Context: an optimization exercise on an open-source flow, tuned for small area and a short achievable clock period. The choices shown serve that exercise and are no tape-out recipe.
Where RTL was checked, it was by simulation tests only, not by an equivalence proof against the original.
The RTL of runs 2 to 4 was laid out without a check of its function.

==> flow/design.v (outline; a module is shown in full before it is edited, if it fits) <==
// module recip_x2_lut: 20 lines
// module float_recip: 172 lines
// module mul_a: 544 lines
// module mul_c: 1022 lines
// module booth_enc: 13 lines
// module rfa: 6 lines
// module rha: 6 lines
// module rbp: 5 lines
module float_recip(clk,rst,i_cip,i_sj,i_vstart,i_vector_length,i_v0,i_v1,i_v2,i_v3,i_v4,i_v5,i_v6,i_v7,o_result, o_busy);
  // ...
==> flow/flow/run.sh <==
#!/bin/bash
set -euo pipefail
bash standard.sh SETUP_SLACK_MARGIN=6.85 "BUFFER_PORTS_ARGS=-buffer_cell sky130_fd_sc_hd__buf_2" finish > standard_flow.log 2>&1
==> flow/standard.sh <==
#!/bin/bash
# synth_recipe.tcl (not shown) runs the flow's synth.tcl, then flattens the netlist and writes it again
# the make line also repeats each setting of config.mk as NAME=value (left out here)
make -C /OpenROAD-flow-scripts/flow DESIGN_CONFIG=/design/flow/config.mk WORK_HOME=/design/flow/orfs CLKGATE_MAP_FILE= SYNTH_SCRIPT=/design/flow/synth_recipe.tcl "${@:-finish}"
==> flow/config.mk <==
export PLATFORM = sky130hd
export DESIGN_NAME = float_recip
export DESIGN_NICKNAME = float_recip
export VERILOG_FILES = /design/flow/design.v
export SDC_FILE = /design/flow/constraint.sdc
export NUM_CORES = 4
export LEC_CHECK = 0
export CAP_MARGIN = 20
export CORE_MARGIN = 2
export CORE_UTILIZATION = 40
export PLACE_DENSITY = 0.6
export SLEW_MARGIN = 20
export SYNTH_HIERARCHICAL = 1
export SYNTH_MINIMUM_KEEP_SIZE = 0
==> flow/constraint.sdc <==
create_clock -name core_clock -period 10.0 [get_ports {clk}]
set_input_delay 2.0000 -clock core_clock [delete_from_list [all_inputs] [get_ports {clk}]]
set_output_delay 2.0000 -clock core_clock [all_outputs]
set_load 0.01 [all_outputs]
==> qor.yml, run 1 <==
critical-path-slowest-cell: "dfxtp_2"
clock_area_frac: 0.0544
inverters: 105
clock_path_buffers: 3
regMostFlops: "o_result"
hold_viol: 0
final-seq-area_mm2: 0.0161
via_per_inst: 5.68
route.met3.wl_um: 9590
cts.clk_slew.worst_paths_ps: 60
whs_path_depth: 0
grt_pass1_vias: 34100
design_area_mm2: 0.0523
mostFrequentLayoutCells: "dfxtp_1, xnor2_1, a22oi_2"
holdWs_ps: 309
rows: 123
status: "finished clean"
nets: 5362
layout.clock_buffers: 107
relSlewSlack: 0.327
core_region_area_mm2: 0.112
clock.fmax_mhz: 320
nFillCells: 10400
setup_ws_ps: 6880
min_to: "d8[4]"
reg2reg_depth: 6
io_buffer_count: 365
num-nonclk-buffers: 513
hpwl_um: 90200
==> module float_recip, before the edit <==
module float_recip(clk,rst,i_cip,i_sj,i_vstart,i_vector_length,i_v0,i_v1,i_v2,i_v3,i_v4,i_v5,i_v6,i_v7,o_result, o_busy);
input  wire clk;         
input  wire rst;
input  wire [15:0] i_cip;     
input  wire i_vstart;
input  wire [6:0] i_vector_length;
input wire [63:0] i_v0;
input wire [63:0] i_v1;
input wire [63:0] i_v2;
input wire [63:0] i_v3;
input wire [63:0] i_v4;
input wire [63:0] i_v5;
input wire [63:0] i_v6;
input wire [63:0] i_v7;
input  wire [63:0] i_sj;
output reg [63:0] o_result;
output wire       o_busy;
reg  [7:0] reservation_time;
reg        busy;         
reg  [7:0] vsel;         
always @(posedge clk)
   if (rst)
      reservation_time <= 8'd0;
   else if (i_vstart)
      reservation_time <= {1'b0, i_vector_length} + 8'd4;    
   else if (reservation_time != 8'd0)
      reservation_time <= reservation_time - 8'd1;
wire busy_next = ~rst & (i_vstart | (reservation_time[7:1] != 7'd0));
always @(posedge clk)
begin
   busy <= busy_next;
   if (i_vstart)
      vsel <= busy_next ? (8'd1 << i_cip[5:3]) : 8'd0;
   else
      vsel <= busy_next ? vsel : 8'd0;
end
assign o_busy = busy;
wire [31:0] src = ({32{~busy}}   & i_sj[63:32]) |
                  ({32{vsel[0]}} & i_v0[63:32]) |
                  ({32{vsel[1]}} & i_v1[63:32]) |
                  ({32{vsel[2]}} & i_v2[63:32]) |
                  ({32{vsel[3]}} & i_v3[63:32]) |
                  ({32{vsel[4]}} & i_v4[63:32]) |
                  ({32{vsel[5]}} & i_v5[63:32]) |
                  ({32{vsel[6]}} & i_v6[63:32]) |
                  ({32{vsel[7]}} & i_v7[63:32]);
reg        s0;
reg [14:0] e0;
reg [15:0] d0;
always @(posedge clk)
begin
   s0 <= src[31];
   e0 <= src[30:16];
   d0 <= src[15:0];
end
reg        s1;
reg [14:0] e1;
reg        h1;
always @(posedge clk)
begin
   s1 <= s0;
   e1 <= e0;
   h1 <= (d0[15:8] == 8'h80);
end
wire [14:0] ek1 = h1 ? (e1[14] ? 15'd3 : 15'h7fff) : (e1[14] ? 15'd2 : 15'd0);
wire [8:0]  elo1 = {1'b0, ~e1[7:0]} + {1'b0, ek1[7:0]};
reg        s2;
reg [7:0]  elo2;
reg        ec2;          
reg [6:0]  ehi2;         
reg        em2;          
always @(posedge clk)
begin
   s2   <= s1;
   elo2 <= elo1[7:0];
   ec2  <= elo1[8];
   ehi2 <= ~e1[14:8];
   em2  <= ek1[14];
end
wire [6:0] ehi = ehi2 + {7{em2}} + {6'd0, ec2};
reg [15:0] se3, se4, se5, se6, se7, se8, se9, se10, se11, se12;    
reg [15:0] d1, d2, d3, d4, d5, d6;
reg [7:0]  d7lo;
reg [15:0] d8;
always @(posedge clk)
begin
   se3  <= {s2, ehi, elo2};
   se4  <= se3;
   se5  <= se4;
   se6  <= se5;
   se7  <= se6;
   se8  <= se7;
   se9  <= se8;
   se10 <= se9;
   se11 <= se10;
   se12 <= se11;
   d1 <= d0;
   d2 <= d1;
   d3 <= d2;
   d4 <= d3;
   d5 <= d4;
   d6 <= d5;
   d7lo <= d6[7:0];
end
reg [15:0] dh7;          
reg [15:0] dl7;          
always @(posedge clk)
begin
   dh7 <= 16'd1 << d6[15:12];
   dl7 <= 16'd1 << d6[11:8];
end
wire [3:0] dh7_bin = {|dh7[15:8], |{dh7[15:12], dh7[7:4]}, |{dh7[15:14], dh7[11:10], dh7[7:6], dh7[3:2]},
                      |{dh7[15], dh7[13], dh7[11], dh7[9], dh7[7], dh7[5], dh7[3], dh7[1]}};
wire [3:0] dl7_bin = {|dl7[15:8], |{dl7[15:12], dl7[7:4]}, |{dl7[15:14], dl7[11:10], dl7[7:6], dl7[3:2]},
                      |{dl7[15], dl7[13], dl7[11], dl7[9], dl7[7], dl7[5], dl7[3], dl7[1]}};
wire [14:0] x2_tab;
recip_x2_lut lut(.h(dh7), .l(dl7), .y(x2_tab));
wire [7:0]  x2_neg, x2_one, x2_two;
booth_enc enc(.yl(x2_tab), .neg(x2_neg), .one(x2_one), .two(x2_two));
reg [6:0]  neg8, neg9, neg10;
reg [7:0]  one8, one9, one10;
reg [7:0]  two8, two9, two10;
reg        half8, half9, half10, half11, half12;
always @(posedge clk)
begin
   d8    <= {dh7_bin, dl7_bin, d7lo};
   neg8  <= x2_neg[6:0];
   one8  <= x2_one;
   two8  <= x2_two;
   neg9  <= neg8;
   one9  <= one8;
   two9  <= two8;
   neg10 <= neg9;
   one10 <= one9;
   two10 <= two9;
   half8  <= dh7[8] & dl7[0];
   half9  <= half8;
   half10 <= half9;
   half11 <= half10;
   half12 <= half11;
end
wire [32:0] b3_a, b3_b;
mul_a ma(.neg({1'b1, neg8}), .one(one8), .two(two8), .m(d8), .ra(b3_a), .rb(b3_b));
reg  [32:0] b3a_9, b3b_9;
always @(posedge clk)
begin
   b3a_9 <= b3_a;
   b3b_9 <= b3_b;
end
reg  [32:0] b3_10;
always @(posedge clk)
   b3_10 <= b3a_9 + b3b_9;
wire [48:0] p_a, p_b;
mul_c mc(.neg({1'b1, neg10}), .one(one10), .two(two10), .m(b3_10[31:0]), .ra(p_a), .rb(p_b));
reg  [48:0] pa_11, pb_11;
reg  [1:0]  s11, s12;
always @(posedge clk)
begin
   pa_11 <= p_a;
   pb_11 <= p_b;
   s11   <= b3_10[32] ? 2'd0 : b3_10[31] ? 2'd1 : 2'd2;
   s12   <= s11;
end
reg  [48:0] p_12;
always @(posedge clk)
   p_12 <= pa_11 + pb_11;
wire [48:0] c3 = p_12 << s12;
wire [47:0] x3 = (s12 == 2'd0) ? {1'b1, 47'b0} :
                 c3[48] ? c3[48:1] : c3[47] ? c3[47:0] : {c3[46:0], 1'b0};
always @(posedge clk)
   o_result <= half12 ? {se12, 1'b1, 47'b0} : {se12, x3};
endmodule
==> module mul_a, before the edit <==
module mul_a(neg, one, two, m, ra, rb);
input  wire [7:0] neg;
input  wire [7:0] one;
input  wire [7:0] two;
input  wire [15:0] m;
output wire [32:0] ra;
output wire [32:0] rb;
wire sg0 = ~neg[0];
wire p0_0 = (one[0] & m[0]) ^ sg0;
wire p0_1;
rbp b0_1 (.one(one[0]), .two(two[0]), .neg(sg0), .a(m[1]), .b(m[0]), .p(p0_1));
wire p0_2;
rbp b0_2 (.one(one[0]), .two(two[0]), .neg(sg0), .a(m[2]), .b(m[1]), .p(p0_2));
wire p0_3;
rbp b0_3 (.one(one[0]), .two(two[0]), .neg(sg0), .a(m[3]), .b(m[2]), .p(p0_3));
wire p0_4;
rbp b0_4 (.one(one[0]), .two(two[0]), .neg(sg0), .a(m[4]), .b(m[3]), .p(p0_4));
wire p0_5;
rbp b0_5 (.one(one[0]), .two(two[0]), .neg(sg0), .a(m[5]), .b(m[4]), .p(p0_5));
wire p0_6;
rbp b0_6 (.one(one[0]), .two(two[0]), .neg(sg0), .a(m[6]), .b(m[5]), .p(p0_6));
wire p0_7;
rbp b0_7 (.one(one[0]), .two(two[0]), .neg(sg0), .a(m[7]), .b(m[6]), .p(p0_7));
wire p0_8;
rbp b0_8 (.one(one[0]), .two(two[0]), .neg(sg0), .a(m[8]), .b(m[7]), .p(p0_8));
wire p0_9;
rbp b0_9 (.one(one[0]), .two(two[0]), .neg(sg0), .a(m[9]), .b(m[8]), .p(p0_9));
wire p0_10;
rbp b0_10 (.one(one[0]), .two(two[0]), .neg(sg0), .a(m[10]), .b(m[9]), .p(p0_10));
wire p0_11;
rbp b0_11 (.one(one[0]), .two(two[0]), .neg(sg0), .a(m[11]), .b(m[10]), .p(p0_11));
wire p0_12;
rbp b0_12 (.one(one[0]), .two(two[0]), .neg(sg0), .a(m[12]), .b(m[11]), .p(p0_12));
wire p0_13;
rbp b0_13 (.one(one[0]), .two(two[0]), .neg(sg0), .a(m[13]), .b(m[12]), .p(p0_13));
wire p0_14;
rbp b0_14 (.one(one[0]), .two(two[0]), .neg(sg0), .a(m[14]), .b(m[13]), .p(p0_14));
wire p0_15;
rbp b0_15 (.one(one[0]), .two(two[0]), .neg(sg0), .a(m[15]), .b(m[14]), .p(p0_15));
wire p0_16 = (two[0] & m[15]) ^ sg0;
wire sg1 = ~neg[1];
wire p1_0 = (one[1] & m[0]) ^ sg1;
wire p1_1;
rbp b1_1 (.one(one[1]), .two(two[1]), .neg(sg1), .a(m[1]), .b(m[0]), .p(p1_1));
wire p1_2;
rbp b1_2 (.one(one[1]), .two(two[1]), .neg(sg1), .a(m[2]), .b(m[1]), .p(p1_2));
wire p1_3;
rbp b1_3 (.one(one[1]), .two(two[1]), .neg(sg1), .a(m[3]), .b(m[2]), .p(p1_3));
wire p1_4;
rbp b1_4 (.one(one[1]), .two(two[1]), .neg(sg1), .a(m[4]), .b(m[3]), .p(p1_4));
wire p1_5;
rbp b1_5 (.one(one[1]), .two(two[1]), .neg(sg1), .a(m[5]), .b(m[4]), .p(p1_5));
wire p1_6;
rbp b1_6 (.one(one[1]), .two(two[1]), .neg(sg1), .a(m[6]), .b(m[5]), .p(p1_6));
wire p1_7;
rbp b1_7 (.one(one[1]), .two(two[1]), .neg(sg1), .a(m[7]), .b(m[6]), .p(p1_7));
wire p1_8;
rbp b1_8 (.one(one[1]), .two(two[1]), .neg(sg1), .a(m[8]), .b(m[7]), .p(p1_8));
wire p1_9;
rbp b1_9 (.one(one[1]), .two(two[1]), .neg(sg1), .a(m[9]), .b(m[8]), .p(p1_9));
wire p1_10;
rbp b1_10 (.one(one[1]), .two(two[1]), .neg(sg1), .a(m[10]), .b(m[9]), .p(p1_10));
wire p1_11;
rbp b1_11 (.one(one[1]), .two(two[1]), .neg(sg1), .a(m[11]), .b(m[10]), .p(p1_11));
wire p1_12;
rbp b1_12 (.one(one[1]), .two(two[1]), .neg(sg1), .a(m[12]), .b(m[11]), .p(p1_12));
wire p1_13;
rbp b1_13 (.one(one[1]), .two(two[1]), .neg(sg1), .a(m[13]), .b(m[12]), .p(p1_13));
wire p1_14;
rbp b1_14 (.one(one[1]), .two(two[1]), .neg(sg1), .a(m[14]), .b(m[13]), .p(p1_14));
wire p1_15;
rbp b1_15 (.one(one[1]), .two(two[1]), .neg(sg1), .a(m[15]), .b(m[14]), .p(p1_15));
wire p1_16 = (two[1] & m[15]) ^ sg1;
wire sg2 = ~neg[2];
wire p2_0 = (one[2] & m[0]) ^ sg2;
wire p2_1;
rbp b2_1 (.one(one[2]), .two(two[2]), .neg(sg2), .a(m[1]), .b(m[0]), .p(p2_1));
wire p2_2;
rbp b2_2 (.one(one[2]), .two(two[2]), .neg(sg2), .a(m[2]), .b(m[1]), .p(p2_2));
wire p2_3;
rbp b2_3 (.one(one[2]), .two(two[2]), .neg(sg2), .a(m[3]), .b(m[2]), .p(p2_3));
wire p2_4;
rbp b2_4 (.one(one[2]), .two(two[2]), .neg(sg2), .a(m[4]), .b(m[3]), .p(p2_4));
wire p2_5;
rbp b2_5 (.one(one[2]), .two(two[2]), .neg(sg2), .a(m[5]), .b(m[4]), .p(p2_5));
wire p2_6;
rbp b2_6 (.one(one[2]), .two(two[2]), .neg(sg2), .a(m[6]), .b(m[5]), .p(p2_6));
wire p2_7;
rbp b2_7 (.one(one[2]), .two(two[2]), .neg(sg2), .a(m[7]), .b(m[6]), .p(p2_7));
wire p2_8;
rbp b2_8 (.one(one[2]), .two(two[2]), .neg(sg2), .a(m[8]), .b(m[7]), .p(p2_8));
wire p2_9;
rbp b2_9 (.one(one[2]), .two(two[2]), .neg(sg2), .a(m[9]), .b(m[8]), .p(p2_9));
wire p2_10;
rbp b2_10 (.one(one[2]), .two(two[2]), .neg(sg2), .a(m[10]), .b(m[9]), .p(p2_10));
wire p2_11;
rbp b2_11 (.one(one[2]), .two(two[2]), .neg(sg2), .a(m[11]), .b(m[10]), .p(p2_11));
wire p2_12;
rbp b2_12 (.one(one[2]), .two(two[2]), .neg(sg2), .a(m[12]), .b(m[11]), .p(p2_12));
wire p2_13;
rbp b2_13 (.one(one[2]), .two(two[2]), .neg(sg2), .a(m[13]), .b(m[12]), .p(p2_13));
wire p2_14;
rbp b2_14 (.one(one[2]), .two(two[2]), .neg(sg2), .a(m[14]), .b(m[13]), .p(p2_14));
wire p2_15;
rbp b2_15 (.one(one[2]), .two(two[2]), .neg(sg2), .a(m[15]), .b(m[14]), .p(p2_15));
wire p2_16 = (two[2] & m[15]) ^ sg2;
wire sg3 = ~neg[3];
wire p3_0 = (one[3] & m[0]) ^ sg3;
wire p3_1;
rbp b3_1 (.one(one[3]), .two(two[3]), .neg(sg3), .a(m[1]), .b(m[0]), .p(p3_1));
wire p3_2;
rbp b3_2 (.one(one[3]), .two(two[3]), .neg(sg3), .a(m[2]), .b(m[1]), .p(p3_2));
wire p3_3;
rbp b3_3 (.one(one[3]), .two(two[3]), .neg(sg3), .a(m[3]), .b(m[2]), .p(p3_3));
wire p3_4;
rbp b3_4 (.one(one[3]), .two(two[3]), .neg(sg3), .a(m[4]), .b(m[3]), .p(p3_4));
wire p3_5;
rbp b3_5 (.one(one[3]), .two(two[3]), .neg(sg3), .a(m[5]), .b(m[4]), .p(p3_5));
wire p3_6;
rbp b3_6 (.one(one[3]), .two(two[3]), .neg(sg3), .a(m[6]), .b(m[5]), .p(p3_6));
wire p3_7;
rbp b3_7 (.one(one[3]), .two(two[3]), .neg(sg3), .a(m[7]), .b(m[6]), .p(p3_7));
wire p3_8;
rbp b3_8 (.one(one[3]), .two(two[3]), .neg(sg3), .a(m[8]), .b(m[7]), .p(p3_8));
wire p3_9;
rbp b3_9 (.one(one[3]), .two(two[3]), .neg(sg3), .a(m[9]), .b(m[8]), .p(p3_9));
wire p3_10;
rbp b3_10 (.one(one[3]), .two(two[3]), .neg(sg3), .a(m[10]), .b(m[9]), .p(p3_10));
wire p3_11;
rbp b3_11 (.one(one[3]), .two(two[3]), .neg(sg3), .a(m[11]), .b(m[10]), .p(p3_11));
wire p3_12;
rbp b3_12 (.one(one[3]), .two(two[3]), .neg(sg3), .a(m[12]), .b(m[11]), .p(p3_12));
wire p3_13;
rbp b3_13 (.one(one[3]), .two(two[3]), .neg(sg3), .a(m[13]), .b(m[12]), .p(p3_13));
wire p3_14;
rbp b3_14 (.one(one[3]), .two(two[3]), .neg(sg3), .a(m[14]), .b(m[13]), .p(p3_14));
wire p3_15;
rbp b3_15 (.one(one[3]), .two(two[3]), .neg(sg3), .a(m[15]), .b(m[14]), .p(p3_15));
wire p3_16 = (two[3] & m[15]) ^ sg3;
wire sg4 = ~neg[4];
wire p4_0 = (one[4] & m[0]) ^ sg4;
wire p4_1;
rbp b4_1 (.one(one[4]), .two(two[4]), .neg(sg4), .a(m[1]), .b(m[0]), .p(p4_1));
wire p4_2;
rbp b4_2 (.one(one[4]), .two(two[4]), .neg(sg4), .a(m[2]), .b(m[1]), .p(p4_2));
wire p4_3;
rbp b4_3 (.one(one[4]), .two(two[4]), .neg(sg4), .a(m[3]), .b(m[2]), .p(p4_3));
wire p4_4;
rbp b4_4 (.one(one[4]), .two(two[4]), .neg(sg4), .a(m[4]), .b(m[3]), .p(p4_4));
wire p4_5;
rbp b4_5 (.one(one[4]), .two(two[4]), .neg(sg4), .a(m[5]), .b(m[4]), .p(p4_5));
wire p4_6;
rbp b4_6 (.one(one[4]), .two(two[4]), .neg(sg4), .a(m[6]), .b(m[5]), .p(p4_6));
wire p4_7;
rbp b4_7 (.one(one[4]), .two(two[4]), .neg(sg4), .a(m[7]), .b(m[6]), .p(p4_7));
wire p4_8;
rbp b4_8 (.one(one[4]), .two(two[4]), .neg(sg4), .a(m[8]), .b(m[7]), .p(p4_8));
wire p4_9;
rbp b4_9 (.one(one[4]), .two(two[4]), .neg(sg4), .a(m[9]), .b(m[8]), .p(p4_9));
wire p4_10;
rbp b4_10 (.one(one[4]), .two(two[4]), .neg(sg4), .a(m[10]), .b(m[9]), .p(p4_10));
wire p4_11;
rbp b4_11 (.one(one[4]), .two(two[4]), .neg(sg4), .a(m[11]), .b(m[10]), .p(p4_11));
wire p4_12;
rbp b4_12 (.one(one[4]), .two(two[4]), .neg(sg4), .a(m[12]), .b(m[11]), .p(p4_12));
wire p4_13;
rbp b4_13 (.one(one[4]), .two(two[4]), .neg(sg4), .a(m[13]), .b(m[12]), .p(p4_13));
wire p4_14;
rbp b4_14 (.one(one[4]), .two(two[4]), .neg(sg4), .a(m[14]), .b(m[13]), .p(p4_14));
wire p4_15;
rbp b4_15 (.one(one[4]), .two(two[4]), .neg(sg4), .a(m[15]), .b(m[14]), .p(p4_15));
wire p4_16 = (two[4] & m[15]) ^ sg4;
wire sg5 = ~neg[5];
wire p5_0 = (one[5] & m[0]) ^ sg5;
wire p5_1;
rbp b5_1 (.one(one[5]), .two(two[5]), .neg(sg5), .a(m[1]), .b(m[0]), .p(p5_1));
wire p5_2;
rbp b5_2 (.one(one[5]), .two(two[5]), .neg(sg5), .a(m[2]), .b(m[1]), .p(p5_2));
wire p5_3;
rbp b5_3 (.one(one[5]), .two(two[5]), .neg(sg5), .a(m[3]), .b(m[2]), .p(p5_3));
wire p5_4;
rbp b5_4 (.one(one[5]), .two(two[5]), .neg(sg5), .a(m[4]), .b(m[3]), .p(p5_4));
wire p5_5;
rbp b5_5 (.one(one[5]), .two(two[5]), .neg(sg5), .a(m[5]), .b(m[4]), .p(p5_5));
wire p5_6;
rbp b5_6 (.one(one[5]), .two(two[5]), .neg(sg5), .a(m[6]), .b(m[5]), .p(p5_6));
wire p5_7;
rbp b5_7 (.one(one[5]), .two(two[5]), .neg(sg5), .a(m[7]), .b(m[6]), .p(p5_7));
wire p5_8;
rbp b5_8 (.one(one[5]), .two(two[5]), .neg(sg5), .a(m[8]), .b(m[7]), .p(p5_8));
wire p5_9;
rbp b5_9 (.one(one[5]), .two(two[5]), .neg(sg5), .a(m[9]), .b(m[8]), .p(p5_9));
wire p5_10;
rbp b5_10 (.one(one[5]), .two(two[5]), .neg(sg5), .a(m[10]), .b(m[9]), .p(p5_10));
wire p5_11;
rbp b5_11 (.one(one[5]), .two(two[5]), .neg(sg5), .a(m[11]), .b(m[10]), .p(p5_11));
wire p5_12;
rbp b5_12 (.one(one[5]), .two(two[5]), .neg(sg5), .a(m[12]), .b(m[11]), .p(p5_12));
wire p5_13;
rbp b5_13 (.one(one[5]), .two(two[5]), .neg(sg5), .a(m[13]), .b(m[12]), .p(p5_13));
wire p5_14;
rbp b5_14 (.one(one[5]), .two(two[5]), .neg(sg5), .a(m[14]), .b(m[13]), .p(p5_14));
wire p5_15;
rbp b5_15 (.one(one[5]), .two(two[5]), .neg(sg5), .a(m[15]), .b(m[14]), .p(p5_15));
wire p5_16 = (two[5] & m[15]) ^ sg5;
wire sg6 = ~neg[6];
wire p6_0 = (one[6] & m[0]) ^ sg6;
wire p6_1;
rbp b6_1 (.one(one[6]), .two(two[6]), .neg(sg6), .a(m[1]), .b(m[0]), .p(p6_1));
wire p6_2;
rbp b6_2 (.one(one[6]), .two(two[6]), .neg(sg6), .a(m[2]), .b(m[1]), .p(p6_2));
wire p6_3;
rbp b6_3 (.one(one[6]), .two(two[6]), .neg(sg6), .a(m[3]), .b(m[2]), .p(p6_3));
wire p6_4;
rbp b6_4 (.one(one[6]), .two(two[6]), .neg(sg6), .a(m[4]), .b(m[3]), .p(p6_4));
wire p6_5;
rbp b6_5 (.one(one[6]), .two(two[6]), .neg(sg6), .a(m[5]), .b(m[4]), .p(p6_5));
wire p6_6;
rbp b6_6 (.one(one[6]), .two(two[6]), .neg(sg6), .a(m[6]), .b(m[5]), .p(p6_6));
wire p6_7;
rbp b6_7 (.one(one[6]), .two(two[6]), .neg(sg6), .a(m[7]), .b(m[6]), .p(p6_7));
wire p6_8;
rbp b6_8 (.one(one[6]), .two(two[6]), .neg(sg6), .a(m[8]), .b(m[7]), .p(p6_8));
wire p6_9;
rbp b6_9 (.one(one[6]), .two(two[6]), .neg(sg6), .a(m[9]), .b(m[8]), .p(p6_9));
wire p6_10;
rbp b6_10 (.one(one[6]), .two(two[6]), .neg(sg6), .a(m[10]), .b(m[9]), .p(p6_10));
wire p6_11;
rbp b6_11 (.one(one[6]), .two(two[6]), .neg(sg6), .a(m[11]), .b(m[10]), .p(p6_11));
wire p6_12;
rbp b6_12 (.one(one[6]), .two(two[6]), .neg(sg6), .a(m[12]), .b(m[11]), .p(p6_12));
wire p6_13;
rbp b6_13 (.one(one[6]), .two(two[6]), .neg(sg6), .a(m[13]), .b(m[12]), .p(p6_13));
wire p6_14;
rbp b6_14 (.one(one[6]), .two(two[6]), .neg(sg6), .a(m[14]), .b(m[13]), .p(p6_14));
wire p6_15;
rbp b6_15 (.one(one[6]), .two(two[6]), .neg(sg6), .a(m[15]), .b(m[14]), .p(p6_15));
wire p6_16 = (two[6] & m[15]) ^ sg6;
wire sg7 = ~neg[7];
wire p7_0 = (one[7] & m[0]) ^ sg7;
wire p7_1;
rbp b7_1 (.one(one[7]), .two(two[7]), .neg(sg7), .a(m[1]), .b(m[0]), .p(p7_1));
wire p7_2;
rbp b7_2 (.one(one[7]), .two(two[7]), .neg(sg7), .a(m[2]), .b(m[1]), .p(p7_2));
wire p7_3;
rbp b7_3 (.one(one[7]), .two(two[7]), .neg(sg7), .a(m[3]), .b(m[2]), .p(p7_3));
wire p7_4;
rbp b7_4 (.one(one[7]), .two(two[7]), .neg(sg7), .a(m[4]), .b(m[3]), .p(p7_4));
wire p7_5;
rbp b7_5 (.one(one[7]), .two(two[7]), .neg(sg7), .a(m[5]), .b(m[4]), .p(p7_5));
wire p7_6;
rbp b7_6 (.one(one[7]), .two(two[7]), .neg(sg7), .a(m[6]), .b(m[5]), .p(p7_6));
wire p7_7;
rbp b7_7 (.one(one[7]), .two(two[7]), .neg(sg7), .a(m[7]), .b(m[6]), .p(p7_7));
wire p7_8;
rbp b7_8 (.one(one[7]), .two(two[7]), .neg(sg7), .a(m[8]), .b(m[7]), .p(p7_8));
wire p7_9;
rbp b7_9 (.one(one[7]), .two(two[7]), .neg(sg7), .a(m[9]), .b(m[8]), .p(p7_9));
wire p7_10;
rbp b7_10 (.one(one[7]), .two(two[7]), .neg(sg7), .a(m[10]), .b(m[9]), .p(p7_10));
wire p7_11;
rbp b7_11 (.one(one[7]), .two(two[7]), .neg(sg7), .a(m[11]), .b(m[10]), .p(p7_11));
wire p7_12;
rbp b7_12 (.one(one[7]), .two(two[7]), .neg(sg7), .a(m[12]), .b(m[11]), .p(p7_12));
wire p7_13;
rbp b7_13 (.one(one[7]), .two(two[7]), .neg(sg7), .a(m[13]), .b(m[12]), .p(p7_13));
wire p7_14;
rbp b7_14 (.one(one[7]), .two(two[7]), .neg(sg7), .a(m[14]), .b(m[13]), .p(p7_14));
wire p7_15;
rbp b7_15 (.one(one[7]), .two(two[7]), .neg(sg7), .a(m[15]), .b(m[14]), .p(p7_15));
wire p7_16 = (two[7] & m[15]) ^ sg7;
wire ts0 = ~(~m[0]);
wire tc0 = ~m[0];
wire ts1 = ~((~sg0) ^ (~m[1]));
wire tc1 = (~sg0) | (~m[1]);
wire ts2 = ~(~m[2]);
wire tc2 = ~m[2];
wire ts3, tc3;
rha uts3 (.a(sg5), .b(p0_10), .s(ts3), .co(tc3));
wire ts4, tc4;
rha uts4 (.a(p0_11), .b(p1_9), .s(ts4), .co(tc4));
wire ts5, tc5;
rfa uts5 (.a(sg6), .b(p0_12), .c(p1_10), .s(ts5), .co(tc5));
wire ts6, tc6;
rha uts6 (.a(p2_8), .b(p3_6), .s(ts6), .co(tc6));
wire ts7, tc7;
rfa uts7 (.a(p0_13), .b(p1_11), .c(p2_9), .s(ts7), .co(tc7));
wire ts8, tc8;
rha uts8 (.a(p3_7), .b(p4_5), .s(ts8), .co(tc8));
wire ts9, tc9;
rfa uts9 (.a(sg7), .b(p0_14), .c(p1_12), .s(ts9), .co(tc9));
wire ts10, tc10;
rfa uts10 (.a(p2_10), .b(p3_8), .c(p4_6), .s(ts10), .co(tc10));
wire ts11, tc11;
rha uts11 (.a(p5_4), .b(p6_2), .s(ts11), .co(tc11));
wire ts12, tc12;
rfa uts12 (.a(p0_15), .b(p1_13), .c(p2_11), .s(ts12), .co(tc12));
wire ts13, tc13;
rfa uts13 (.a(p3_9), .b(p4_7), .c(p5_5), .s(ts13), .co(tc13));
wire ts14, tc14;
rha uts14 (.a(p6_3), .b(p7_1), .s(ts14), .co(tc14));
wire ts15, tc15;
rfa uts15 (.a(ts0), .b(p0_16), .c(p1_14), .s(ts15), .co(tc15));
wire ts16, tc16;
rfa uts16 (.a(p2_12), .b(p3_10), .c(p4_8), .s(ts16), .co(tc16));
wire ts17, tc17;
rfa uts17 (.a(p5_6), .b(p6_4), .c(p7_2), .s(ts17), .co(tc17));
wire ts18, tc18;
rfa uts18 (.a(tc0), .b(ts1), .c(p1_15), .s(ts18), .co(tc18));
wire ts19, tc19;
rfa uts19 (.a(p2_13), .b(p3_11), .c(p4_9), .s(ts19), .co(tc19));
wire ts20, tc20;
rfa uts20 (.a(p5_7), .b(p6_5), .c(p7_3), .s(ts20), .co(tc20));
wire ts21, tc21;
rfa uts21 (.a(ts2), .b(tc1), .c(p1_16), .s(ts21), .co(tc21));
wire ts22, tc22;
rfa uts22 (.a(p2_14), .b(p3_12), .c(p4_10), .s(ts22), .co(tc22));
wire ts23, tc23;
rfa uts23 (.a(p5_8), .b(p6_6), .c(p7_4), .s(ts23), .co(tc23));
wire ts24, tc24;
rfa uts24 (.a(~sg1), .b(tc2), .c(~m[3]), .s(ts24), .co(tc24));
wire ts25, tc25;
rfa uts25 (.a(p2_15), .b(p3_13), .c(p4_11), .s(ts25), .co(tc25));
wire ts26, tc26;
rfa uts26 (.a(p5_9), .b(p6_7), .c(p7_5), .s(ts26), .co(tc26));
wire ts27 = ~((~m[4]) ^ (p2_16));
wire tc27 = (~m[4]) | (p2_16);
wire ts28, tc28;
rfa uts28 (.a(p3_14), .b(p4_12), .c(p5_10), .s(ts28), .co(tc28));
wire ts29, tc29;
rha uts29 (.a(p6_8), .b(p7_6), .s(ts29), .co(tc29));
wire ts30, tc30;
rfa uts30 (.a(~sg2), .b(~m[5]), .c(p3_15), .s(ts30), .co(tc30));
wire ts31, tc31;
rfa uts31 (.a(p4_13), .b(p5_11), .c(p6_9), .s(ts31), .co(tc31));
wire ts32 = ~((~m[6]) ^ (p3_16));
wire tc32 = (~m[6]) | (p3_16);
wire ts33, tc33;
rha uts33 (.a(p4_14), .b(p5_12), .s(ts33), .co(tc33));
wire ts34, tc34;
rfa uts34 (.a(~sg3), .b(~m[7]), .c(p4_15), .s(ts34), .co(tc34));
wire ts35 = ~(~m[8]);
wire tc35 = ~m[8];
wire ts36, tc36;
rha uts36 (.a(sg3), .b(p0_6), .s(ts36), .co(tc36));
wire ts37, tc37;
rha uts37 (.a(p0_7), .b(p1_5), .s(ts37), .co(tc37));
wire ts38, tc38;
rfa uts38 (.a(sg4), .b(p0_8), .c(p1_6), .s(ts38), .co(tc38));
wire ts39, tc39;
rha uts39 (.a(p2_4), .b(p3_2), .s(ts39), .co(tc39));
wire ts40, tc40;
rfa uts40 (.a(p0_9), .b(p1_7), .c(p2_5), .s(ts40), .co(tc40));
wire ts41, tc41;
rha uts41 (.a(p3_3), .b(p4_1), .s(ts41), .co(tc41));
wire ts42, tc42;
rfa uts42 (.a(p1_8), .b(p2_6), .c(p3_4), .s(ts42), .co(tc42));
wire ts43, tc43;
rfa uts43 (.a(p4_2), .b(p5_0), .c(ts3), .s(ts43), .co(tc43));
wire ts44, tc44;
rfa uts44 (.a(p2_7), .b(p3_5), .c(p4_3), .s(ts44), .co(tc44));
wire ts45, tc45;
rfa uts45 (.a(p5_1), .b(tc3), .c(ts4), .s(ts45), .co(tc45));
wire ts46, tc46;
rfa uts46 (.a(p4_4), .b(p5_2), .c(p6_0), .s(ts46), .co(tc46));
wire ts47, tc47;
rfa uts47 (.a(tc4), .b(ts6), .c(ts5), .s(ts47), .co(tc47));
wire ts48, tc48;
rfa uts48 (.a(p5_3), .b(p6_1), .c(tc6), .s(ts48), .co(tc48));
wire ts49, tc49;
rfa uts49 (.a(ts8), .b(tc5), .c(ts7), .s(ts49), .co(tc49));
wire ts50, tc50;
rfa uts50 (.a(p7_0), .b(tc8), .c(ts11), .s(ts50), .co(tc50));
wire ts51, tc51;
rfa uts51 (.a(tc7), .b(ts9), .c(ts10), .s(ts51), .co(tc51));
wire ts52, tc52;
rfa uts52 (.a(tc11), .b(ts14), .c(tc9), .s(ts52), .co(tc52));
wire ts53, tc53;
rfa uts53 (.a(tc10), .b(ts12), .c(ts13), .s(ts53), .co(tc53));
wire ts54, tc54;
rfa uts54 (.a(tc14), .b(tc12), .c(tc13), .s(ts54), .co(tc54));
wire ts55, tc55;
rfa uts55 (.a(ts15), .b(ts16), .c(ts17), .s(ts55), .co(tc55));
wire ts56, tc56;
rfa uts56 (.a(tc15), .b(tc16), .c(tc17), .s(ts56), .co(tc56));
wire ts57, tc57;
rfa uts57 (.a(ts18), .b(ts19), .c(ts20), .s(ts57), .co(tc57));
wire ts58, tc58;
rfa uts58 (.a(tc18), .b(tc19), .c(tc20), .s(ts58), .co(tc58));
wire ts59, tc59;
rfa uts59 (.a(ts21), .b(ts22), .c(ts23), .s(ts59), .co(tc59));
wire ts60, tc60;
rfa uts60 (.a(ts24), .b(tc21), .c(tc22), .s(ts60), .co(tc60));
wire ts61, tc61;
rfa uts61 (.a(tc23), .b(ts25), .c(ts26), .s(ts61), .co(tc61));
wire ts62, tc62;
rfa uts62 (.a(tc24), .b(ts27), .c(ts29), .s(ts62), .co(tc62));
wire ts63, tc63;
rfa uts63 (.a(tc25), .b(tc26), .c(ts28), .s(ts63), .co(tc63));
wire ts64, tc64;
rfa uts64 (.a(p7_7), .b(tc29), .c(tc27), .s(ts64), .co(tc64));
wire ts65, tc65;
rfa uts65 (.a(tc28), .b(ts30), .c(ts31), .s(ts65), .co(tc65));
wire ts66, tc66;
rfa uts66 (.a(p6_10), .b(p7_8), .c(ts32), .s(ts66), .co(tc66));
wire ts67, tc67;
rfa uts67 (.a(ts33), .b(tc30), .c(tc31), .s(ts67), .co(tc67));
wire ts68, tc68;
rfa uts68 (.a(p5_13), .b(p6_11), .c(p7_9), .s(ts68), .co(tc68));
wire ts69, tc69;
rfa uts69 (.a(tc33), .b(tc32), .c(ts34), .s(ts69), .co(tc69));
wire ts70, tc70;
rfa uts70 (.a(ts35), .b(p4_16), .c(p5_14), .s(ts70), .co(tc70));
wire ts71, tc71;
rfa uts71 (.a(p6_12), .b(p7_10), .c(tc34), .s(ts71), .co(tc71));
wire ts72, tc72;
rfa uts72 (.a(~sg4), .b(tc35), .c(~m[9]), .s(ts72), .co(tc72));
wire ts73, tc73;
rfa uts73 (.a(p5_15), .b(p6_13), .c(p7_11), .s(ts73), .co(tc73));
wire ts74 = ~((~m[10]) ^ (p5_16));
wire tc74 = (~m[10]) | (p5_16);
wire ts75, tc75;
rha uts75 (.a(p6_14), .b(p7_12), .s(ts75), .co(tc75));
wire ts76, tc76;
rfa uts76 (.a(~sg5), .b(~m[11]), .c(p6_15), .s(ts76), .co(tc76));
wire ts77 = ~(~m[12]);
wire tc77 = ~m[12];
wire ts78, tc78;
rha uts78 (.a(sg2), .b(p0_4), .s(ts78), .co(tc78));
wire ts79, tc79;
rha uts79 (.a(p0_5), .b(p1_3), .s(ts79), .co(tc79));
wire ts80, tc80;
rfa uts80 (.a(p1_4), .b(p2_2), .c(p3_0), .s(ts80), .co(tc80));
wire ts81, tc81;
rfa uts81 (.a(p2_3), .b(p3_1), .c(tc36), .s(ts81), .co(tc81));
wire ts82, tc82;
rfa uts82 (.a(p4_0), .b(tc37), .c(ts39), .s(ts82), .co(tc82));
wire ts83, tc83;
rfa uts83 (.a(tc39), .b(ts41), .c(tc38), .s(ts83), .co(tc83));
wire ts84, tc84;
rfa uts84 (.a(tc41), .b(tc40), .c(ts42), .s(ts84), .co(tc84));
wire ts85, tc85;
rfa uts85 (.a(tc42), .b(ts44), .c(tc43), .s(ts85), .co(tc85));
wire ts86, tc86;
rfa uts86 (.a(tc44), .b(ts46), .c(tc45), .s(ts86), .co(tc86));
wire ts87, tc87;
rfa uts87 (.a(tc46), .b(ts48), .c(tc47), .s(ts87), .co(tc87));
wire ts88, tc88;
rfa uts88 (.a(tc48), .b(ts50), .c(tc49), .s(ts88), .co(tc88));
wire ts89, tc89;
rfa uts89 (.a(tc50), .b(tc51), .c(ts52), .s(ts89), .co(tc89));
wire ts90, tc90;
rfa uts90 (.a(tc52), .b(tc53), .c(ts54), .s(ts90), .co(tc90));
wire ts91, tc91;
rfa uts91 (.a(tc54), .b(tc55), .c(ts56), .s(ts91), .co(tc91));
wire ts92, tc92;
rfa uts92 (.a(tc56), .b(tc57), .c(ts58), .s(ts92), .co(tc92));
wire ts93, tc93;
rfa uts93 (.a(tc58), .b(tc59), .c(ts60), .s(ts93), .co(tc93));
wire ts94, tc94;
rfa uts94 (.a(ts62), .b(tc60), .c(tc61), .s(ts94), .co(tc94));
wire ts95, tc95;
rfa uts95 (.a(tc62), .b(ts64), .c(tc63), .s(ts95), .co(tc95));
wire ts96, tc96;
rfa uts96 (.a(tc64), .b(ts66), .c(tc65), .s(ts96), .co(tc96));
wire ts97, tc97;
rfa uts97 (.a(ts68), .b(tc66), .c(tc67), .s(ts97), .co(tc97));
wire ts98, tc98;
rfa uts98 (.a(tc68), .b(ts70), .c(tc69), .s(ts98), .co(tc98));
wire ts99, tc99;
rfa uts99 (.a(ts72), .b(tc70), .c(ts73), .s(ts99), .co(tc99));
wire ts100, tc100;
rfa uts100 (.a(tc72), .b(ts74), .c(ts75), .s(ts100), .co(tc100));
wire ts101, tc101;
rfa uts101 (.a(p7_13), .b(tc75), .c(tc74), .s(ts101), .co(tc101));
wire ts102, tc102;
rfa uts102 (.a(ts77), .b(p6_16), .c(p7_14), .s(ts102), .co(tc102));
wire ts103, tc103;
rfa uts103 (.a(~sg6), .b(tc77), .c(~m[13]), .s(ts103), .co(tc103));
wire ts104 = ~(~m[14]);
wire tc104 = ~m[14];
wire ts105, tc105;
rha uts105 (.a(sg1), .b(p0_2), .s(ts105), .co(tc105));
wire ts106, tc106;
rha uts106 (.a(p0_3), .b(p1_1), .s(ts106), .co(tc106));
wire ts107, tc107;
rfa uts107 (.a(p1_2), .b(p2_0), .c(ts78), .s(ts107), .co(tc107));
wire ts108, tc108;
rfa uts108 (.a(p2_1), .b(tc78), .c(ts79), .s(ts108), .co(tc108));
wire ts109, tc109;
rfa uts109 (.a(tc79), .b(ts36), .c(ts80), .s(ts109), .co(tc109));
wire ts110, tc110;
rfa uts110 (.a(ts37), .b(tc80), .c(ts81), .s(ts110), .co(tc110));
wire ts111, tc111;
rfa uts111 (.a(ts38), .b(tc81), .c(ts82), .s(ts111), .co(tc111));
wire ts112, tc112;
rfa uts112 (.a(ts40), .b(tc82), .c(ts83), .s(ts112), .co(tc112));
wire ts113, tc113;
rfa uts113 (.a(ts43), .b(tc83), .c(ts84), .s(ts113), .co(tc113));
wire ts114, tc114;
rfa uts114 (.a(ts45), .b(tc84), .c(ts85), .s(ts114), .co(tc114));
wire ts115, tc115;
rfa uts115 (.a(ts47), .b(tc85), .c(ts86), .s(ts115), .co(tc115));
wire ts116, tc116;
rfa uts116 (.a(ts49), .b(tc86), .c(ts87), .s(ts116), .co(tc116));
wire ts117, tc117;
rfa uts117 (.a(ts51), .b(tc87), .c(ts88), .s(ts117), .co(tc117));
wire ts118, tc118;
rfa uts118 (.a(ts53), .b(tc88), .c(ts89), .s(ts118), .co(tc118));
wire ts119, tc119;
rfa uts119 (.a(ts55), .b(tc89), .c(ts90), .s(ts119), .co(tc119));
wire ts120, tc120;
rfa uts120 (.a(ts57), .b(tc90), .c(ts91), .s(ts120), .co(tc120));
wire ts121, tc121;
rfa uts121 (.a(ts59), .b(tc91), .c(ts92), .s(ts121), .co(tc121));
wire ts122, tc122;
rfa uts122 (.a(ts61), .b(tc92), .c(ts93), .s(ts122), .co(tc122));
wire ts123, tc123;
rfa uts123 (.a(ts63), .b(tc93), .c(ts94), .s(ts123), .co(tc123));
wire ts124, tc124;
rfa uts124 (.a(ts65), .b(tc94), .c(ts95), .s(ts124), .co(tc124));
wire ts125, tc125;
rfa uts125 (.a(ts67), .b(tc95), .c(ts96), .s(ts125), .co(tc125));
wire ts126, tc126;
rfa uts126 (.a(ts69), .b(tc96), .c(ts97), .s(ts126), .co(tc126));
wire ts127, tc127;
rfa uts127 (.a(ts71), .b(tc97), .c(ts98), .s(ts127), .co(tc127));
wire ts128, tc128;
rfa uts128 (.a(tc71), .b(ts99), .c(tc98), .s(ts128), .co(tc128));
wire ts129, tc129;
rfa uts129 (.a(tc73), .b(ts100), .c(tc99), .s(ts129), .co(tc129));
wire ts130, tc130;
rfa uts130 (.a(ts76), .b(tc100), .c(ts101), .s(ts130), .co(tc130));
wire ts131, tc131;
rfa uts131 (.a(tc76), .b(ts102), .c(tc101), .s(ts131), .co(tc131));
wire ts132, tc132;
rfa uts132 (.a(ts103), .b(p7_15), .c(tc102), .s(ts132), .co(tc132));
wire ts133, tc133;
rfa uts133 (.a(ts104), .b(tc103), .c(p7_16), .s(ts133), .co(tc133));
wire ts134, tc134;
rfa uts134 (.a(~sg7), .b(tc104), .c(~m[15]), .s(ts134), .co(tc134));
assign ra = {tc134, tc133, tc132, tc131, tc130, tc129, tc128, tc127, tc126, tc125, tc124, tc123, tc122, tc121, tc120, tc119, tc118, tc117, tc116, tc115, tc114, tc113, tc112, tc111, tc110, tc109, tc108, tc107, tc106, tc105, ts105, p0_1, sg0};
assign rb = {1'b1, ts134, ts133, ts132, ts131, ts130, ts129, ts128, ts127, ts126, ts125, ts124, ts123, ts122, ts121, ts120, ts119, ts118, ts117, ts116, ts115, ts114, ts113, ts112, ts111, ts110, ts109, ts108, ts107, ts106, p1_0, 1'b0, p0_0};
endmodule
==> run 2, diff against run 1 <==
--- a/flow/design.v
+++ b/flow/design.v
@@ -137,17 +137,17 @@
 recip_x2_lut lut(.h(dh7), .l(dl7), .y(x2_tab));
 wire [7:0]  x2_neg, x2_one, x2_two;
 booth_enc enc(.yl(x2_tab), .neg(x2_neg), .one(x2_one), .two(x2_two));
-reg [6:0]  neg8, neg9, neg10;
+reg [6:0]  sg8, neg9, neg10;
 reg [7:0]  one8, one9, one10;
 reg [7:0]  two8, two9, two10;
 reg        half8, half9, half10, half11, half12;
 always @(posedge clk)
 begin
    d8    <= {dh7_bin, dl7_bin, d7lo};
-   neg8  <= x2_neg[6:0];
+   sg8   <= ~x2_neg[6:0];
    one8  <= x2_one;
    two8  <= x2_two;
-   neg9  <= neg8;
+   neg9  <= ~sg8;
    one9  <= one8;
    two9  <= two8;
    neg10 <= neg9;
@@ -160,7 +160,7 @@
    half12 <= half11;
 end
 wire [32:0] b3_a, b3_b;
-mul_a ma(.neg({1'b1, neg8}), .one(one8), .two(two8), .m(d8), .ra(b3_a), .rb(b3_b));
+mul_a ma(.sg({1'b0, sg8}), .one(one8), .two(two8), .m(d8), .ra(b3_a), .rb(b3_b));
 reg  [32:0] b3a_9, b3b_9;
 always @(posedge clk)
 begin
@@ -190,14 +190,14 @@
 always @(posedge clk)
    o_result <= half12 ? {se12, 1'b1, 47'b0} : {se12, x3};
 endmodule
-module mul_a(neg, one, two, m, ra, rb);
-input  wire [7:0] neg;
+module mul_a(sg, one, two, m, ra, rb);
+input  wire [7:0] sg;
 input  wire [7:0] one;
 input  wire [7:0] two;
 input  wire [15:0] m;
 output wire [32:0] ra;
 output wire [32:0] rb;
-wire sg0 = ~neg[0];
+wire sg0 = sg[0];
 wire p0_0 = (one[0] & m[0]) ^ sg0;
 wire p0_1;
 rbp b0_1 (.one(one[0]), .two(two[0]), .neg(sg0), .a(m[1]), .b(m[0]), .p(p0_1));
@@ -230,7 +230,7 @@
 wire p0_15;
 rbp b0_15 (.one(one[0]), .two(two[0]), .neg(sg0), .a(m[15]), .b(m[14]), .p(p0_15));
 wire p0_16 = (two[0] & m[15]) ^ sg0;
-wire sg1 = ~neg[1];
+wire sg1 = sg[1];
 wire p1_0 = (one[1] & m[0]) ^ sg1;
 wire p1_1;
 rbp b1_1 (.one(one[1]), .two(two[1]), .neg(sg1), .a(m[1]), .b(m[0]), .p(p1_1));
@@ -263,7 +263,7 @@
 wire p1_15;
 rbp b1_15 (.one(one[1]), .two(two[1]), .neg(sg1), .a(m[15]), .b(m[14]), .p(p1_15));
 wire p1_16 = (two[1] & m[15]) ^ sg1;
-wire sg2 = ~neg[2];
+wire sg2 = sg[2];
 wire p2_0 = (one[2] & m[0]) ^ sg2;
 wire p2_1;
 rbp b2_1 (.one(one[2]), .two(two[2]), .neg(sg2), .a(m[1]), .b(m[0]), .p(p2_1));
@@ -296,7 +296,7 @@
 wire p2_15;
 rbp b2_15 (.one(one[2]), .two(two[2]), .neg(sg2), .a(m[15]), .b(m[14]), .p(p2_15));
 wire p2_16 = (two[2] & m[15]) ^ sg2;
-wire sg3 = ~neg[3];
+wire sg3 = sg[3];
 wire p3_0 = (one[3] & m[0]) ^ sg3;
 wire p3_1;
 rbp b3_1 (.one(one[3]), .two(two[3]), .neg(sg3), .a(m[1]), .b(m[0]), .p(p3_1));
@@ -329,7 +329,7 @@
 wire p3_15;
 rbp b3_15 (.one(one[3]), .two(two[3]), .neg(sg3), .a(m[15]), .b(m[14]), .p(p3_15));
 wire p3_16 = (two[3] & m[15]) ^ sg3;
-wire sg4 = ~neg[4];
+wire sg4 = sg[4];
 wire p4_0 = (one[4] & m[0]) ^ sg4;
 wire p4_1;
 rbp b4_1 (.one(one[4]), .two(two[4]), .neg(sg4), .a(m[1]), .b(m[0]), .p(p4_1));
@@ -362,7 +362,7 @@
 wire p4_15;
 rbp b4_15 (.one(one[4]), .two(two[4]), .neg(sg4), .a(m[15]), .b(m[14]), .p(p4_15));
 wire p4_16 = (two[4] & m[15]) ^ sg4;
-wire sg5 = ~neg[5];
+wire sg5 = sg[5];
 wire p5_0 = (one[5] & m[0]) ^ sg5;
 wire p5_1;
 rbp b5_1 (.one(one[5]), .two(two[5]), .neg(sg5), .a(m[1]), .b(m[0]), .p(p5_1));
@@ -395,7 +395,7 @@
 wire p5_15;
 rbp b5_15 (.one(one[5]), .two(two[5]), .neg(sg5), .a(m[15]), .b(m[14]), .p(p5_15));
 wire p5_16 = (two[5] & m[15]) ^ sg5;
-wire sg6 = ~neg[6];
+wire sg6 = sg[6];
 wire p6_0 = (one[6] & m[0]) ^ sg6;
 wire p6_1;
 rbp b6_1 (.one(one[6]), .two(two[6]), .neg(sg6), .a(m[1]), .b(m[0]), .p(p6_1));
@@ -428,7 +428,7 @@
 wire p6_15;
 rbp b6_15 (.one(one[6]), .two(two[6]), .neg(sg6), .a(m[15]), .b(m[14]), .p(p6_15));
 wire p6_16 = (two[6] & m[15]) ^ sg6;
-wire sg7 = ~neg[7];
+wire sg7 = sg[7];
 wire p7_0 = (one[7] & m[0]) ^ sg7;
 wire p7_1;
 rbp b7_1 (.one(one[7]), .two(two[7]), .neg(sg7), .a(m[1]), .b(m[0]), .p(p7_1));
--- a/flow/config.mk
+++ b/flow/config.mk
@@ -8,6 +8,8 @@
 export CAP_MARGIN = 20
 export CORE_MARGIN = 2
 export CORE_UTILIZATION = 40
+export CTS_CLUSTER_DIAMETER = 150
+export CTS_CLUSTER_SIZE = 30
 export PLACE_DENSITY = 0.6
 export SLEW_MARGIN = 20
 export SYNTH_HIERARCHICAL = 1
==> qor.yml, run 2 <==
status: "finished clean"
htreeDepth: 2
post_drt_wl_per_cell_um: 22.8
slew_viol_final: 0
nets: 5312  # -0.93%
track_usage: 0.223
io_buffer_count: 365  # unchanged
antenna_found_initial: 20
largest_reg_flops: 64
gr-total-overflow: 0
min_path_type: "reg2reg"
setup_ws_ps: 6900  # +23.3 ps
fin_skew_ps: 52.7
critical-path-slowest-cell: "dfxtp_2"
avgSynthCellArea_um2: 11.3
dieArea_mm2: 0.116
cts.clk_slew.worst_paths_ps: 100  # +40 ps
rows: 123  # unchanged
yosysWarnings: 7
stdcell_count: 5760
regMostFlops: "o_result"
place_ws_ps: 6500
grt_pass1_vias: 33100  # -2.9%
crit_fanout: 1
drtAntennaViolNets: 0
hold_viol: 0  # unchanged
worstMarginPinSlew_ps: 1070
root_buffer: "clkbuf_16"
critPathTopFamily: "flip-flops"
crit_chain: "buf_2"
min_period_ps: 3100
fin_crit_sh: 0.310
drt-total-wl_um: 132000
drc: 0
die_w_um: 341
core_region_area_mm2: 0.112  # +0.14%
synth_cells: 4010
via_per_inst: 5.66  # -0.40%
rsz0062_at_grt: "true"
die_y_um: 341
syn-cell-area_mm2: 0.0453
clock_path_buffers: 3  # unchanged
critPathArrivalTime_ps: 1100
grt_pass1_wl_um: 202000
mostFrequentLayoutCells: "dfxtp_1, xnor2_1, a22oi_2"
final_common_cell: "dfxtp_1"
cts_tree: "done"
drtIter0Drc: 2640
num_io_pins: 667
drive_gt1_frac: 0.259
grt_max_degree: 92
crit_buf_inv: 1
crit_type: "reg2out"
startpoint_type: "flip-flop"
endpoint_kind: "output pin"
final-setup-viol-count: 0
cts.sinks: 784
clk_latency_ps: 650
clock.fmax_mhz: 323  # +0.75%
critical_path_required_ps: 8000
firstDrtPassIters: 8
via_count: 32600
fin_setup_tns_ps: 0
area_growth_pct: 10.6
placedCellCount: 5643
max_stage_delay_ps: 330
cts_hold_buf: 0
cap_violations: 0
hpwl_um: 88500  # -1.9%
initial_core_util: 0.403
cts_inserted_buffers: 34
gp_congestion: 0.941
relSlewSlack: 0.289  # -0.0383
## run 2: cell type report
type,count,area [um^2]
diodes,9,22.5
clock buffers,40,873
clock inverters,9,141
fillers,10600,62400
inverters,119,447
multi-input cells,2825,27500
flip-flops and latches,784,16100
well taps,1500,1880
repair buffers,474,3200
## run 2: stage by stage
step                utilization  cell area, um^2  hold WS, ps
finish                    0.446            50100          308
global route              0.446            50100          308
CTS                       0.441            49600          314
detailed placement        0.425            47800          312
global placement          0.425            47800          309
floorplan                     -            45600          309
## run 2: routing by layer
metal | share of wire | global-route usage
met5 | 0 | 0
met4 | 0.049 | 0.101
met3 | 0.070 | 0.0349
met2 | 0.48 | 0.382
met1 | 0.40 | 0.275
## run 2: path summary, 6_finish.rpt
| check | end | slack, ps | depth (start not counted) | start |
|---|---|---|---|---|
| worst max register to register | b3_10[32] | 6920 | 11 | b3b_9[0] |
| worst min register to register | se11[5] | 310 | 0 | se10[5] |
| worst max-delay path | o_result[53] | 6900 | 1 | o_result[53] |
| worst min-delay path | se11[5] | 310 | 0 | se10[5] |
## run 2: repair_timing
action,in CTS,in global routing
cloned,0,0
setup endpoints to repair,100,76
buffers inserted,33,26
gates resized for setup,74,52
pin swaps,2,11
==> module rbp, before the edit <==
module rbp(one, two, neg, a, b, p);
input wire one, two, neg, a, b;
output wire p;
assign p = ((one & a) | (two & b)) ^ neg;
endmodule
==> run 3, diff against run 2 <==
--- a/flow/design.v
+++ b/flow/design.v
@@ -1784,5 +1784,17 @@
 module rbp(one, two, neg, a, b, p);
 input wire one, two, neg, a, b;
 output wire p;
-assign p = ((one & a) | (two & b)) ^ neg;
+wire t;
+rbp_sel sel (.one(one), .two(two), .a(a), .b(b), .t(t));
+rbp_inv inv (.t(t), .neg(neg), .p(p));
+endmodule
+module rbp_sel(one, two, a, b, t);
+input wire one, two, a, b;
+output wire t;
+assign t = (one & a) | (two & b);
+endmodule
+module rbp_inv(t, neg, p);
+input wire t, neg;
+output wire p;
+assign p = t ^ neg;
 endmodule
==> qor.yml, run 3 <==
status: "finished clean"
cts_inserted_buffers: 30  # -12%
crit_chain: "ha_4, fa_2, a211oi_2, o21ai_2, a311o_1, and2_4, a221o_2, a211o_4, a21oi_4, o21ai_2, xnor2_1"
drtIter0Drc: 3148  # +19%
yosysWarnings: 7  # unchanged
critPathTopFamily: "compound AO/OA/AOI/OAI gates"
fin_crit_sh: 0.318  # +0.00863
startpoint_type: "flip-flop"
reg2reg_depth: 11  # unchanged
final_common_cell: "dfxtp_1"
clock.fmax_mhz: 314  # -2.7%
worstMarginPinSlew_ps: 996  # -69.8 ps
post_drt_wl_per_cell_um: 22.9  # +0.29%
clock_path_buffers: 3  # unchanged
io_buffer_count: 365  # unchanged
fin_setup_tns_ps: 0  # unchanged
slew_viol_final: 0  # unchanged
via_per_inst: 5.74  # +1.3%
core_region_area_mm2: 0.109  # -3.2%
initial_core_util: 0.404  # +0.000802
hold_viol: 0  # unchanged
syn-cell-area_mm2: 0.0439  # -3.0%
whs_path_depth: 0  # unchanged
cts_tree: "done"
track_usage: 0.224  # +0.00133
crit_buf_inv: 0  # -1
fin_skew_ps: 57.5  # +4.82 ps
holdWs_ps: 309  # +0.579 ps
relSlewSlack: 0.335  # +0.0466
antenna_found_initial: 25  # +25%
gr-total-overflow: 0  # unchanged
min_path_type: "reg2reg"
grt_pass1_wl_um: 197000  # -2.4%
avgSynthCellArea_um2: 11.0  # -3.0%
die_y_um: 335  # -1.5%
firstDrtPassIters: 8  # unchanged
dieArea_mm2: 0.113  # -3.0%
mostFrequentLayoutCells: "dfxtp_1, a22o_1, xor2_1"
min_from: "d5[10]"
reg2reg_from: "b3b_9[0]"
critPathArrivalTime_ps: 3720  # +2620 ps
drive_gt1_frac: 0.171  # -0.0887
timing.reg2reg.setup_slack_ps: 6820  # -100 ps
num_io_pins: 667  # unchanged
final_util: 0.446  # +0.000463
crit_fanout: 5  # +4
cap_violations: 0  # unchanged
hpwl_um: 85800  # -3.0%
min_to: "d6[10]"
critical_path_required_ps: 10540  # +2540 ps
rows: 121  # -1.6%
crit_type: "reg2reg"
largest_reg_flops: 64  # unchanged
cts.clk_slew.worst_paths_ps: 120  # +20 ps
grt_pass1_vias: 32800  # -1.0%
max_stage_delay_ps: 450  # +120 ps
endpoint_kind: "flip-flop"
rsz0062_at_grt: "true"
min_period_ps: 3180  # +86.3 ps
clk_latency_ps: 690  # +40 ps
area_growth_pct: 10.5  # about the same
r2r_end: "b3_10[32]"
gp_congestion: 0.981  # +4.3%
nets: 5302  # -0.19%
cts.sinks: 784  # unchanged
synth_cells: 4010  # unchanged
grt_max_degree: 92  # unchanged
drtAntennaViolNets: 0  # unchanged
via_count: 32500  # -0.42%
cpMostUsedCell: "o21ai_2"
die_w_um: 335  # -1.5%
critical-path-slowest-cell: "a221o_2"
final-setup-viol-count: 0  # unchanged
drc: 0  # unchanged
htreeDepth: 1  # -1
regMostFlops: "o_result"
cts_hold_buf: 0  # unchanged
root_buffer: "clkbuf_16"
drt-total-wl_um: 130000  # -1.5%
## run 3: cell types whose count changed in the layout (fill, tap and decap cells not counted), moves of 7 or more
| cell | previous run | this run |
|---|---|---|
| buf_2 | 357 | 350 |
| a22oi_2 | 368 | 0 |
| xnor2_1 | 458 | 90 |
| xor2_1 | 33 | 400 |
| buf_12 | 37 | 22 |
| a22o_1 | 33 | 401 |
| buf_16 | 0 | 11 |
## run 3: metal layers
layer	routed length, um	up-vias	GRT usage
met4	6830	6	0.101
met2	62100	1584	0.387
met5	28	-	0
met1	50500	15700	0.273
met3	10200	414	0.0379
li1	-	14800	-
## run 3: worst max-delay path by stage
stage                 startpoint            to  slack, ps  cells after the start
finish                  b3b_9[0]     b3_10[32]       6820                     11
floorplan               neg10[2]     pb_11[36]       6810                      8
detailed placement       dl7[15]       two8[1]       6370                      8
global route            b3b_9[0]     b3_10[32]       6740                     11
CTS                 o_result[63]  o_result[63]       6760                      1
global placement         dl7[15]       two8[1]       6250                      8
## run 3: through the flow
step	cell area, um^2	setup slack [ps]	std cells
floorplan	44200	6810	4062
global placement	46200	6250	5556
detailed placement	46200	6370	5556
CTS	47700	6760	5617
global route	48500	6740	5660
finish	48500	6820	5660
## run 3: final cells by class
cell class                 count  area, um^2
fill                       10200       60300
multi-input combinational   2825       26100
sequential                   784       16100
timing repair buffer         468        3240
tap                         1414        1770
clock buffer                  34         766
inverter                     119         447
clock inverter                 4        85.1
antenna                       12        30.0
## run 3: timing repair
item,4_1_cts,5_1_grt
endpoints found under the setup margin,120,107
hold endpoints to repair,0,0
pin swaps,4,14
gates resized for setup,104,96
buffers inserted,23,31
cloned,0,0
## run 3: worst reg2reg max path, cell delays in order (launching register included)
cell and delay, ps:
dfxtp_2 350, ha_4 160, fa_2 390, a211oi_2 310, o21ai_2 110, a311o_1 400
and2_4 170, a221o_2 450, a211o_4 380, a21oi_4 150, o21ai_2 80, xnor2_1 120
==> run 4, diff against run 3 <==
--- a/flow/config.mk
+++ b/flow/config.mk
@@ -8,8 +8,8 @@
 export CAP_MARGIN = 20
 export CORE_MARGIN = 2
 export CORE_UTILIZATION = 40
-export CTS_CLUSTER_DIAMETER = 150
-export CTS_CLUSTER_SIZE = 30
+export CTS_CLUSTER_DIAMETER = 120
+export CTS_CLUSTER_SIZE = 24
 export PLACE_DENSITY = 0.6
 export SLEW_MARGIN = 20
 export SYNTH_HIERARCHICAL = 1
==> qor.yml, run 4 <==
status: "finished clean"
drtAntennaViolNets: 0  # unchanged
clock.fmax_mhz: 316  # +0.52%
startpoint_type: "flip-flop"
critPathArrivalTime_ps: 3650  # -70 ps
io_buffer_count: 365  # unchanged
place_ws_ps: 6370  # unchanged
crit_fanout: 7  # +2
min_from: "se8[1]"
core_region_area_mm2: 0.109  # unchanged
cpMostUsedCell: "fa_1"
clk_latency_ps: 660  # -30 ps
fin_setup_tns_ps: 0  # unchanged
clock_path_buffers: 3  # unchanged
track_usage: 0.227  # +0.00344
cts.clk_slew.worst_paths_ps: 90  # -30 ps
initial_core_util: 0.404  # unchanged
htreeDepth: 2  # +1
drive_gt1_frac: 0.188  # +0.0175
syn-cell-area_mm2: 0.0439  # unchanged
root_buffer: "clkbuf_16"
cts_hold_buf: 0  # unchanged
min_period_ps: 3170  # -16.6 ps
nets: 5327  # +0.47%
fin_skew_ps: 68.3  # +10.8 ps
crit_type: "reg2reg"
grt_pass1_wl_um: 199000  # +0.98%
r2r_end: "pb_11[36]"
final_common_cell: "dfxtp_1"
dieArea_mm2: 0.113  # unchanged
drc: 0  # unchanged
yosysWarnings: 7  # unchanged
drtIter0Drc: 3119  # -0.92%
drt-total-wl_um: 131000  # +0.99%
relSlewSlack: 0.329  # -0.00644
die_w_um: 335  # unchanged
synth_cells: 4010  # unchanged
grt_max_degree: 92  # unchanged
critical-path-slowest-cell: "fa_1"
hold_viol: 0  # unchanged
crit_start: "one10[4]"
avgSynthCellArea_um2: 11.0  # unchanged
max_stage_delay_ps: 510  # +60 ps
setup_ws_ps: 6830  # +16.6 ps
via_count: 32700  # +0.83%
min_to: "se9[1]"
firstDrtPassIters: 6  # -2
slew_viol_final: 0  # unchanged
endpoint_kind: "flip-flop"
min_path_type: "reg2reg"
num_io_pins: 667  # unchanged
final-setup-viol-count: 0  # unchanged
largest_reg_flops: 64  # unchanged
antenna_found_initial: 26  # +4.0%
crit_chain: "buf_8, buf_4, a22o_1, xor2_1, fa_2, fa_1, fa_1, fa_1"
cts_inserted_buffers: 40  # +33%
regMostFlops: "o_result"
whs_path_depth: 0  # unchanged
via_per_inst: 5.75  # +0.26%
gp_congestion: 0.981  # unchanged
reg2reg_from: "one10[4]"
cts.sinks: 784  # unchanged
die_y_um: 335  # unchanged
post_drt_wl_per_cell_um: 23.0  # +0.42%
nFillCells: 10100  # -0.91%
holdWs_ps: 324  # +15.8 ps
gr-total-overflow: 0  # unchanged
fin_crit_sh: 0.317  # -0.00166
critical_path_required_ps: 10490  # -50 ps
area_growth_pct: 12.1
reg2reg_depth: 8  # -3
rows: 121  # unchanged
timing.reg2reg.setup_slack_ps: 6830  # +20 ps
cts_tree: "done"
grt_pass1_vias: 33000  # +0.73%
mostFrequentLayoutCells: "dfxtp_1, a22o_1, xor2_1"
worstMarginPinSlew_ps: 1000  # +8.34 ps
cap_violations: 0  # unchanged
hpwl_um: 85800  # unchanged
rsz0062_at_grt: "true"
[run 4: worst max-delay path: cells and delay by family, from the launching register on]
family	cells	cell delay (ps)
buf+inv	2	300
fa+ha+maj	4	1860
flops	1	420
xor+xnor	1	190
compound gates	1	240
[run 4: worst max path at each step]
stage,cells past startpoint,end
after detailed placement,8,two8[1]
after floorplan,8,pb_11[36]
after CTS,1,o_result[63]
final,8,pb_11[36]
after global placement,8,two8[1]
after global routing,11,b3_10[32]
[run 4: per-stage QoR]
| stage | cells | instance area (um^2) | util |
|---|---|---|---|
| floorplan | 4062 | 44200 | - |
| global placement | 5556 | 46200 | 0.425 |
| detailed placement | 5556 | 46200 | 0.425 |
| CTS | 5652 | 48400 | 0.444 |
| global route | 5692 | 49200 | 0.452 |
| finish | 5692 | 49200 | 0.452 |
[run 4: repair_timing]
action	4_1_cts	5_1_grt
gates resized for setup	123	128
pin swaps	2	43
cloned	0	0
hold endpoints to repair	0	0
setup buffers	42	27
setup endpoints to repair	106	71
[run 4: metal layers]
metal	vias up	routed length [um]	track usage	part of all wire
met2	1638	62500	0.389	0.48
met3	425	10300	0.0390	0.079
li1	14800	-	-	-
met4	6	7150	0.112	0.055
met5	-	28	0	0.00021
met1	15800	50900	0.276	0.39
[run 4: cell type report]
type | count | area (um^2) | share of cell area
Multi-Input combinational cell | 2825 | 26400 | 0.536
Sequential cell | 784 | 16100 | 0.327
Timing Repair Buffer | 483 | 3360 | 0.0683
Tap cell | 1414 | 1770 | 0.0359
Clock buffer | 45 | 1020 | 0.0207
Inverter | 119 | 447 | 0.00907
Clock inverter | 9 | 148 | 0.00300
Antenna cell | 13 | 32.5 | 0.000661

-- afterwards: timing with drivers on the ports --
In the flow no input, the clock included, has a driving cell. The finished layouts below were timed again as built, in two steps.
Step 1 (the two cells are an assumption about what drives the block):
set clk [get_ports {clk}]
set_driving_cell -lib_cell sky130_fd_sc_hd__clkbuf_16 $clk
set_driving_cell -lib_cell sky130_fd_sc_hd__buf_2 [delete_from_list [all_inputs] $clk]
Step 2 adds t to the input delays and takes it off the output delays; t is the mean of the earliest and latest rising clock arrival at the registers after step 1. Input paths then give back, and output paths get back, about the clock's delay inside the block.
Slacks: ideal ports / drivers / drivers and shift; pairs: ideal ports / drivers.
| run | shift t [ns] | setup slack, ns | worst setup path after step 2 | latest minus earliest clock arrival (ns) | cell pins on the clock port's net |
|---|---|---|---|---|---|
| run 1 | 0.736 | 6.878 / 6.805 / 6.660 | input to register | 0.056 / 0.055 | 1 |
| run 2 | 0.692 | 6.902 / 6.834 / 6.775 | input to register | 0.054 / 0.053 | 1 |
| run 3 | 0.739 | 6.815 / 6.762 / 6.815 | register to register | 0.064 / 0.064 | 1 |
| run 4 | 0.707 | 6.832 / 6.807 / 6.832 | register to register | 0.073 / 0.073 | 1 |
After both steps setup and hold are still met in every run listed. For run 1, which loses most, drivers alone change the setup slack by -0.073 ns; drivers and shift together by -0.218 ns.
